From an optimization exercise on the open Yosys and OpenROAD flow, aimed at small area, a short achievable clock period and few clock cycles; shortcuts taken in it are not production practice. Only simulation tests tie the RTL to the original design; equivalence was not proved.

Design divider1, start of the top module:
module divider1(quotient, valid_out, divisor, dividend, valid_in, rst, clk);
  output [63:0] quotient;
  output valid_out;
  input [63:0] divisor, dividend;
  input valid_in, rst, clk;
  localparam int K  = 3;                     
  localparam int DW = 67 + K;                
  localparam int JW = 5;                     
  logic          busy;
  logic          first;   
  logic          vo;
  logic [63:0]   rr;      
  logic [DW-1:0] rd;      
  logic          sbn;     
  logic [63:0]   rq;      
  logic          neg;     
  logic [JW-1:0] cnt;     
  assign valid_out = vo;
  assign quotient  = neg ? (64'd0 - rq) : rq;
  function automatic logic [6:0] bitlen(input logic [63:0] x);
    bitlen = 7'd0;
    for (int i = 0; i < 64; i++) if (x[i]) bitlen = 7'(i + 1);
  endfunction
  wire        sa = dividend[63];
  wire        sb = divisor[63];
  wire [63:0] ma = sa ? (64'd0 - dividend) : dividend;
  wire [6:0]  la = bitlen({1'b0, dividend[62:0] ^ dividend[63:1]}) + {6'd0, sa};
  wire [6:0]  lb = bitlen({1'b0, divisor[62:0] ^ divisor[63:1]});
  wire        bz = (divisor == 64'd0);
  wire        az = (dividend == 64'd0);
  wire [7:0]  sdiff = {1'b0, la} - {1'b0, lb};
  wire        zq = az | sdiff[7];                  
  wire [6:0]  s  = sdiff[6:0];                     
  function automatic logic [JW-1:0] ncyc(input logic [6:0] x);   
    ncyc = '0;
    for (int i = 0; i < 128; i++) if (x == 7'(i)) ncyc = JW'((i + 1) / K);
  endfunction
  logic [6:0]   sr;     
  wire [JW-1:0] j0 = ncyc(sr);
  logic [DW-1:0] dsh;
  always_comb begin
    dsh = rd;
    for (int k = 0; k < JW; k++) if (first & j0[k]) dsh = dsh << (K << k);
  end
  wire [DW-1:0] deff = dsh ^ {DW{first & sbn}};
  function automatic logic [64:0] addc(input logic [DW-1:0] a, input logic [DW-1:0] b, input logic cin);
    logic [DW:0] g, p, G, P;
    g = {a & b, cin};
    p = {a ^ b, 1'b0};
    G = g; P = p;
    for (int l = 0; (1 << l) < DW + 1; l++) begin
      logic [DW:0] G2, P2;
      G2 = G; P2 = P;
      for (int i = 0; i < DW + 1; i++) begin
  ...
==> flow/config.mk <==
export PLATFORM = sky130hd
export DESIGN_NAME = divider1
export DESIGN_NICKNAME = divider1
export VERILOG_FILES = /design/flow/design.v
export SDC_FILE = /design/flow/constraint.sdc
export NUM_CORES = 8
export LEC_CHECK = 0
export CAP_MARGIN = 20
export CORE_MARGIN = 2
export CORE_UTILIZATION = 40
export SLEW_MARGIN = 20
==> flow/constraint.sdc <==
create_clock -name core_clock -period 32.0 [get_ports {clk}]
set_input_delay 6.4000 -clock core_clock [delete_from_list [all_inputs] [get_ports {clk}]]
set_output_delay 6.4000 -clock core_clock [all_outputs]
set_load 0.01 [all_outputs]
standard.sh (not shown) runs the stock make flow with config.mk's settings and CLKGATE_MAP_FILE= SYNTH_SCRIPT=/design/flow/synth_recipe.tcl, a recipe that flattens the netlist after the stock synthesis.
==> flow/flow/run.sh <==
#!/bin/bash
# Own flow, step 1: the standard layout, unchanged (to inspect standard.sh).
set -e
cp standard.sh flow_standard_copy.sh.txt 2>/dev/null || true
bash standard.sh finish > standard_finish.log 2>&1
Testbench counts at the start, summed over its fixed seeds: cycles 6,098.
Then changed:
==> flow/flow/run.sh (replaced) <==
#!/bin/bash
# Own flow: the standard layout (standard synthesis, floorplan, placement,
# CTS, routing); only the timing repair is asked to leave a setup margin,
# and port buffers use another buffer cell. Clock and constraints unchanged.
set -e
bash standard.sh SETUP_SLACK_MARGIN=22 "BUFFER_PORTS_ARGS=-buffer_cell sky130_fd_sc_hd__buf_2" finish > standard_finish.log 2>&1
After rerunning: The new run completed without violations. Core utilization climbs by 7.6 points. Die area stays the same. Design area climbs by 17%. Critical path depth drops by 29. Count of clock-buffer cells in the layout is unchanged. Setup slack gets better by 3.1 ns. Routed wire length climbs by 16%. Via count climbs by 9.2%.

* * *

Starting RTL as in the previous note.
==> flow/config.mk <==
export PLATFORM = sky130hd
export DESIGN_NAME = divider1
export DESIGN_NICKNAME = divider1
export VERILOG_FILES = /design/flow/design.v
export SDC_FILE = /design/flow/constraint.sdc
export NUM_CORES = 8
export LEC_CHECK = 0
export CAP_MARGIN = 20
export CORE_MARGIN = 2
export CORE_UTILIZATION = 40
export SLEW_MARGIN = 20
==> flow/constraint.sdc <==
create_clock -name core_clock -period 32.0 [get_ports {clk}]
set_input_delay 6.4000 -clock core_clock [delete_from_list [all_inputs] [get_ports {clk}]]
set_output_delay 6.4000 -clock core_clock [all_outputs]
set_load 0.01 [all_outputs]
==> flow/flow/run.sh <==
#!/bin/bash
# Own flow: the standard layout (standard synthesis, floorplan, placement,
# CTS, routing), with ORFS's timing repair asked to leave 22 ns of setup slack
# (the clock and constraints are unchanged; only the repair aims further).
set -e
bash standard.sh SETUP_SLACK_MARGIN=22 finish > standard_finish.log 2>&1
The baseline passed the timing, DRC and antenna checks.
Testbench counts at the start, summed over its fixed seeds: cycles 6,098.
Change:
==> flow/flow/run.sh (replaced) <==
#!/bin/bash
# Own flow: the standard layout (standard synthesis, floorplan, placement,
# CTS, routing); only the timing repair is asked to leave a setup margin,
# and port buffers may use another buffer cell. Clock and constraints unchanged.
set -e
bash standard.sh SETUP_SLACK_MARGIN=20 finish > standard_finish.log 2>&1
Cell count goes down by 4.6%; design area shrinks by 14%; flip-flop and latch count does not change; register-to-register slack degrades by 1.4 ns; global-route usage is lower by 1.2 points; synthesized cell count is unchanged.
Change:
==> flow/run.sh (new file) <==
#!/bin/bash
# synth_recipe.tcl (not shown) runs the flow's synth.tcl, then flattens the netlist and writes it again
# the make line also repeats each setting of config.mk as NAME=value (left out here)
make -C /OpenROAD-flow-scripts/flow DESIGN_CONFIG=/design/flow/config.mk WORK_HOME=/design/flow/orfs CLKGATE_MAP_FILE= SYNTH_SCRIPT=/design/flow/synth_recipe.tcl finish
removed: flow/flow/run.sh
removed: flow/standard.sh
The changed run ran to the end with no violations. Via count came out lower by 1.4%. Utilization came out lower by 0.82 points. Wire length came out lower by 2.1%. Synthesized cell count is unchanged. Cell area came out lower by 1.7%. First-iteration DRC count came out lower by 2.8%. Sequential share of layout area came out higher by 0.25 points.
Change:
==> flow/flow/run.sh (new file) <==
#!/bin/bash
# Own flow: the standard layout (standard synthesis, floorplan, placement,
# CTS, routing), with ORFS's timing repair asked to leave 19 ns of setup slack
# (the clock and constraints are unchanged; only the repair aims further).
set -e
bash standard.sh SETUP_SLACK_MARGIN=19 finish > standard_finish.log 2>&1
==> flow/standard.sh (new file) <==
#!/bin/bash
# synth_recipe.tcl (not shown) runs the flow's synth.tcl, then flattens the netlist and writes it again
# the make line also repeats each setting of config.mk as NAME=value (left out here)
make -C /OpenROAD-flow-scripts/flow DESIGN_CONFIG=/design/flow/config.mk WORK_HOME=/design/flow/orfs CLKGATE_MAP_FILE= SYNTH_SCRIPT=/design/flow/synth_recipe.tcl "${@:-finish}"
removed: flow/run.sh
Effect: Global-route usage rose by 0.19 points. Clock skew stays flat. First-iteration DRC count falls by 1.9%. Setup slack improved by 1.9 ns. Count of clock-buffer cells in the layout does not change.

[port drivers added, routing unchanged]
How much do the figures lean on ideal ports? The routed layouts below were timed once more, with nothing changed but the port constraints. Step 1, drivers: a clkbuf_16 drives clk and a buf_2 each remaining input, both assumed. Step 2, shift: input delay + t, output delay - t, t = (earliest + latest rising clock arrival at the registers) / 2. This alone moves slack from input paths to output paths. Three values: ideal, step 1, step 2; two values: the first two.
run | t (ns) | setup WS [ns] | pins driven straight from the clock port
the first run of note 1 | 0.658 | 17.626 / 17.626 / 17.626 | 1
the second run of note 1 | 0.669 | 20.732 / 20.667 / 20.451 | 1
the first run of note 2 | 0.663 | 20.766 / 20.706 / 20.421 | 1
the second run of note 2 | 0.667 | 20.258 / 20.192 / 19.799 | 1
the third run of note 2 | 0.658 | 17.626 / 17.626 / 17.626 | 1
the fourth run of note 2 | 0.655 | 19.536 / 19.536 / 18.985 | 1
After both steps every run listed still meets setup and hold. The setup slack of the fourth run of note 2, which loses most, moves by 0.000 ns with the drivers and by -0.551 ns with both steps.
